Context: an optimization exercise on an open-source flow, tuned for small area. The choices shown serve that exercise and are no tape-out recipe. Only simulation tests tie the RTL to the original design; equivalence was not proved. Power figures rest on the tool's default switching activity, not on a simulated workload.

run B:
## ReactionTimer
module ReactionTimer(
    input clk,
    input rst,
    input ck_rst,
    input [3:0] btn,
    output ck_io0,
    output ck_io1,
    output ck_io2,
    output ck_io3,
    output ck_io4,
    output ck_io5,
    output ck_io6,
    output ck_io7,
    output ck_io8,
    output ck_io9,
    output ck_io10,
    output ck_io11,
    output [3:0] leds
  );
==> module ReactionTimer, before the edit <==
module ReactionTimer(
    input clk,
    input rst,
    input ck_rst,
    input [3:0] btn,
    output ck_io0,
    output ck_io1,
    output ck_io2,
    output ck_io3,
    output ck_io4,
    output ck_io5,
    output ck_io6,
    output ck_io7,
    output ck_io8,
    output ck_io9,
    output ck_io10,
    output ck_io11,
    output [3:0] leds
  );
  localparam [2:0] S_A = 3'b000, S_B = 3'b001, S_C0 = 3'b010, S_C1 = 3'b011,
                   S_D0 = 3'b100, S_D1 = 3'b101, S_E0 = 3'b111, S_E1 = 3'b110;
  reg [2:0] st;
  reg [6:0] P;
  reg [2:0] Q;
  reg [6:0] BK;
  reg [15:0] R;
  reg [1:0] dsel;
  reg L;
  wire tick = (P == 7'd0);
  wire scan = tick && (Q == 3'd0);
  wire blink = scan && (BK == 7'd0);
  wire waiting = ~st[2] & ~st[1];
  wire in_c0 = (st == S_C0);
  wire in_c1 = (st == S_C1);
  wire bcd = st[2];
  wire in_e = st[2] & st[1];
  wire in_e1 = (st == S_E1);
  wire ledon = st[2] & (st[1] | st[0]);
  always @(posedge clk)
  begin
    if (rst)
    begin
      P <= 7'd0;
      Q <= 3'd0;
      BK <= 7'd100;
    end
    else
    begin
      P <= tick ? 7'd99 : P - 7'd1;
      if (tick)
        Q <= (Q == 3'd0) ? 3'd4 : Q - 3'd1;
      if (scan)
        BK <= (BK == 7'd0) ? 7'd99 : BK - 7'd1;
    end
  end
  wire [13:0] s = R[13:0];
  wire [13:0] W = {s[12:0], s[0] ^ s[13] ^ s[12] ^ s[2]};
  wire done = R[14] | (&R[13:0]);
  wire [15:0] X = in_c0 ? {R[15], 1'b0, ~W} : R;
  wire cin = waiting | (~in_e & tick);
  wire [3:0] d0 = R[3:0], d1 = R[7:4], d2 = R[11:8], d3 = R[15:12];
  wire at8191 = d3[3] & (d2 == 4'd1) & d1[3] & d1[0] & (d0 == 4'd1);
  wire [4:0] gc;
  wire [15:0] sum;
  assign gc[0] = cin;
  genvar k;
  generate
    for (k = 0; k < 4; k = k + 1)
    begin : grp
      wire [3:0] g = X[4*k+3:4*k];
      wire c1 = gc[k] & g[0];
      wire c2 = c1 & g[1];
      wire c3 = c2 & g[2];
      wire m = bcd & c1 & g[3];
      assign gc[k+1] = bcd ? m : (c3 & g[3]);
      assign sum[4*k] = g[0] ^ gc[k];
      assign sum[4*k+1] = (g[1] ^ c1) & ~m;
      assign sum[4*k+2] = g[2] ^ c2;
      assign sum[4*k+3] = (g[3] ^ c3) & ~m;
    end
  endgenerate
  wire clr = (in_c1 & done) | (bcd & cin & at8191);
  always @(posedge clk)
  begin
    if (rst | clr)
      R <= 16'd0;
    else
      R <= sum;
  end
  always @(posedge clk)
  begin
    if (rst)
      st <= S_A;
    else
    begin
      case (st)
        S_A:  if (!ck_rst) st <= S_B;
        S_B:  if (ck_rst) st <= S_C0;
        S_C0: st <= S_C1;
        S_C1: if (done) st <= S_D0;
        S_D0: st <= btn[0] ? S_E0 : S_D1;
        S_D1: if (btn[0]) st <= S_E0;
        S_E0: if (scan) st <= S_E1;
        default: st <= S_E1;
      endcase
    end
  end
  always @(posedge clk)
  begin
    if (rst)
      L <= 1'b1;
    else if (bcd)
      L <= 1'b1;
    else if (waiting & blink)
      L <= ~L;
  end
  assign leds = {{3{L & ~ledon}}, L};
  always @(posedge clk)
  begin
    if (rst)
      dsel <= 2'd0;
    else if (scan & in_e1)
      dsel <= dsel + 2'd1;
  end
  reg [3:0] dig;
  always @( * )
  begin
    case (dsel)
      2'd0: dig = d0;
      2'd1: dig = d1;
      2'd2: dig = d2;
      default: dig = d3;
    endcase
  end
  reg [6:0] seg;
  always @( * )
  begin
    case (dig)
      4'd0: seg = 7'b1111110;
      4'd1: seg = 7'b0110000;
      4'd2: seg = 7'b1101101;
      4'd3: seg = 7'b1111001;
      4'd4: seg = 7'b0110011;
      4'd5: seg = 7'b1011011;
      4'd6: seg = 7'b1011111;
      4'd7: seg = 7'b1110000;
      4'd8: seg = 7'b1111111;
      4'd9: seg = 7'b1111011;
      default: seg = 7'bxxxxxxx;
    endcase
  end
  wire blank = (dsel == 2'd3) && (d3 == 4'd0);
  wire [6:0] segs = blank ? 7'd0 : seg;
  assign ck_io0 = ~(in_e1 & (dsel == 2'd0));
  assign ck_io1 = ~(in_e1 & (dsel == 2'd1));
  assign ck_io2 = ~(in_e1 & (dsel == 2'd2));
  assign ck_io3 = ~(in_e1 & (dsel == 2'd3));
  assign {ck_io4, ck_io5, ck_io6, ck_io7, ck_io8, ck_io9, ck_io10} = segs;
  assign ck_io11 = 1'b0;
endmodule
make LEC_CHECK=0 CAP_MARGIN=20 CORE_MARGIN=2 CORE_UTILIZATION=40 SLEW_MARGIN=20 finish   # period 20.0 ns
run.sh (not shown) runs the stock make flow with config.mk's settings and CLKGATE_MAP_FILE= SYNTH_SCRIPT=/design/flow/synth_recipe.tcl, a recipe that flattens the netlist after the stock synthesis.
Input changes introduced in run F (baseline for comparison: run B):
--- a/flow/design.v
+++ b/flow/design.v
@@ -27,9 +27,9 @@
   reg [15:0] R;
   reg [1:0] dsel;
   reg L;
-  wire tick = (P == 7'd0);
-  wire scan = tick && (Q == 3'd0);
-  wire blink = scan && (BK == 7'd0);
+  wire tick = (P[4:0] == 5'b10110);
+  wire scan = tick & ~Q[2] & ~Q[0];
+  wire blink = scan & (BK[4:0] == 5'b10110);
   wire waiting = ~st[2] & ~st[1];
   wire in_c0 = (st == S_C0);
   wire in_c1 = (st == S_C1);
@@ -41,17 +41,17 @@
   begin
     if (rst)
     begin
-      P <= 7'd0;
-      Q <= 3'd0;
-      BK <= 7'd100;
+      P <= 7'd22;
+      Q <= 3'b000;
+      BK <= 7'd18;
     end
     else
     begin
-      P <= tick ? 7'd99 : P - 7'd1;
+      P <= tick ? 7'd36 : {P[5:0], P[6] ^ P[0]};
       if (tick)
-        Q <= (Q == 3'd0) ? 3'd4 : Q - 3'd1;
+        Q <= {Q[1:0], ~Q[2] & ~Q[1]};
       if (scan)
-        BK <= (BK == 7'd0) ? 7'd99 : BK - 7'd1;
+        BK <= (BK[4:0] == 5'b10110) ? 7'd36 : {BK[5:0], BK[6] ^ BK[0]};
     end
   end
   wire [13:0] s = R[13:0];
Notes after the runs:
- Simple-gate area share of the yosys netlist: run F > run B
- Going from run B to run F, the mean routed wirelength per cell was found to have gone down by 6.3%.
- | part of the total power dissipated in the clock network | run F vs run B | 12 points higher |
- Against run B as the reference, run F delivers a lower number of multi-input logic gates.
- Clock period minus worst slack was lower in the run labelled run B.
- In terms of part of the cycle the worst path needs, run B and run F differ only marginally.
- Hold slack (run F over run B): decrease, 0.0040 ns
- Run B ended up with combinational logic as its group drawing the most power; run F ended up with sequential cells.
- Going from run B to run F, depth of the critical timing path with buffers and inverters included barely changed, worst setup slack after layout dropped 0.0087 ns.

[separate check: timing with driven ports]
No port has a modelled driver above. Below, the same layouts with a new extraction and two added sets of constraints.
Step 1 sets driving cells, clkbuf_16 on the clock port and buf_2 on the other inputs (assumed; they add their load-dependent delay and slew).
Step 2 adds t to the input delays and takes it off the output delays; t is the mean of the earliest and latest rising clock arrival at the registers after step 1. Input paths then give back, and output paths get back, about the clock's delay inside the block.
Three values: ideal ports, drivers, drivers and shift; two values: the first two.
run	shift t [ns]	slack for setup (ns)	worst setup path after step 2	clock arrival spread, ns	worst data-port slew with drivers (ns)
run B	0.322	13.001 / 12.973 / 13.295	register to output	0.006 / 0.006	0.03
run F	0.317	12.992 / 12.966 / 13.283	register to output	0.004 / 0.004	0.03
After both steps every run listed still meets setup and hold.
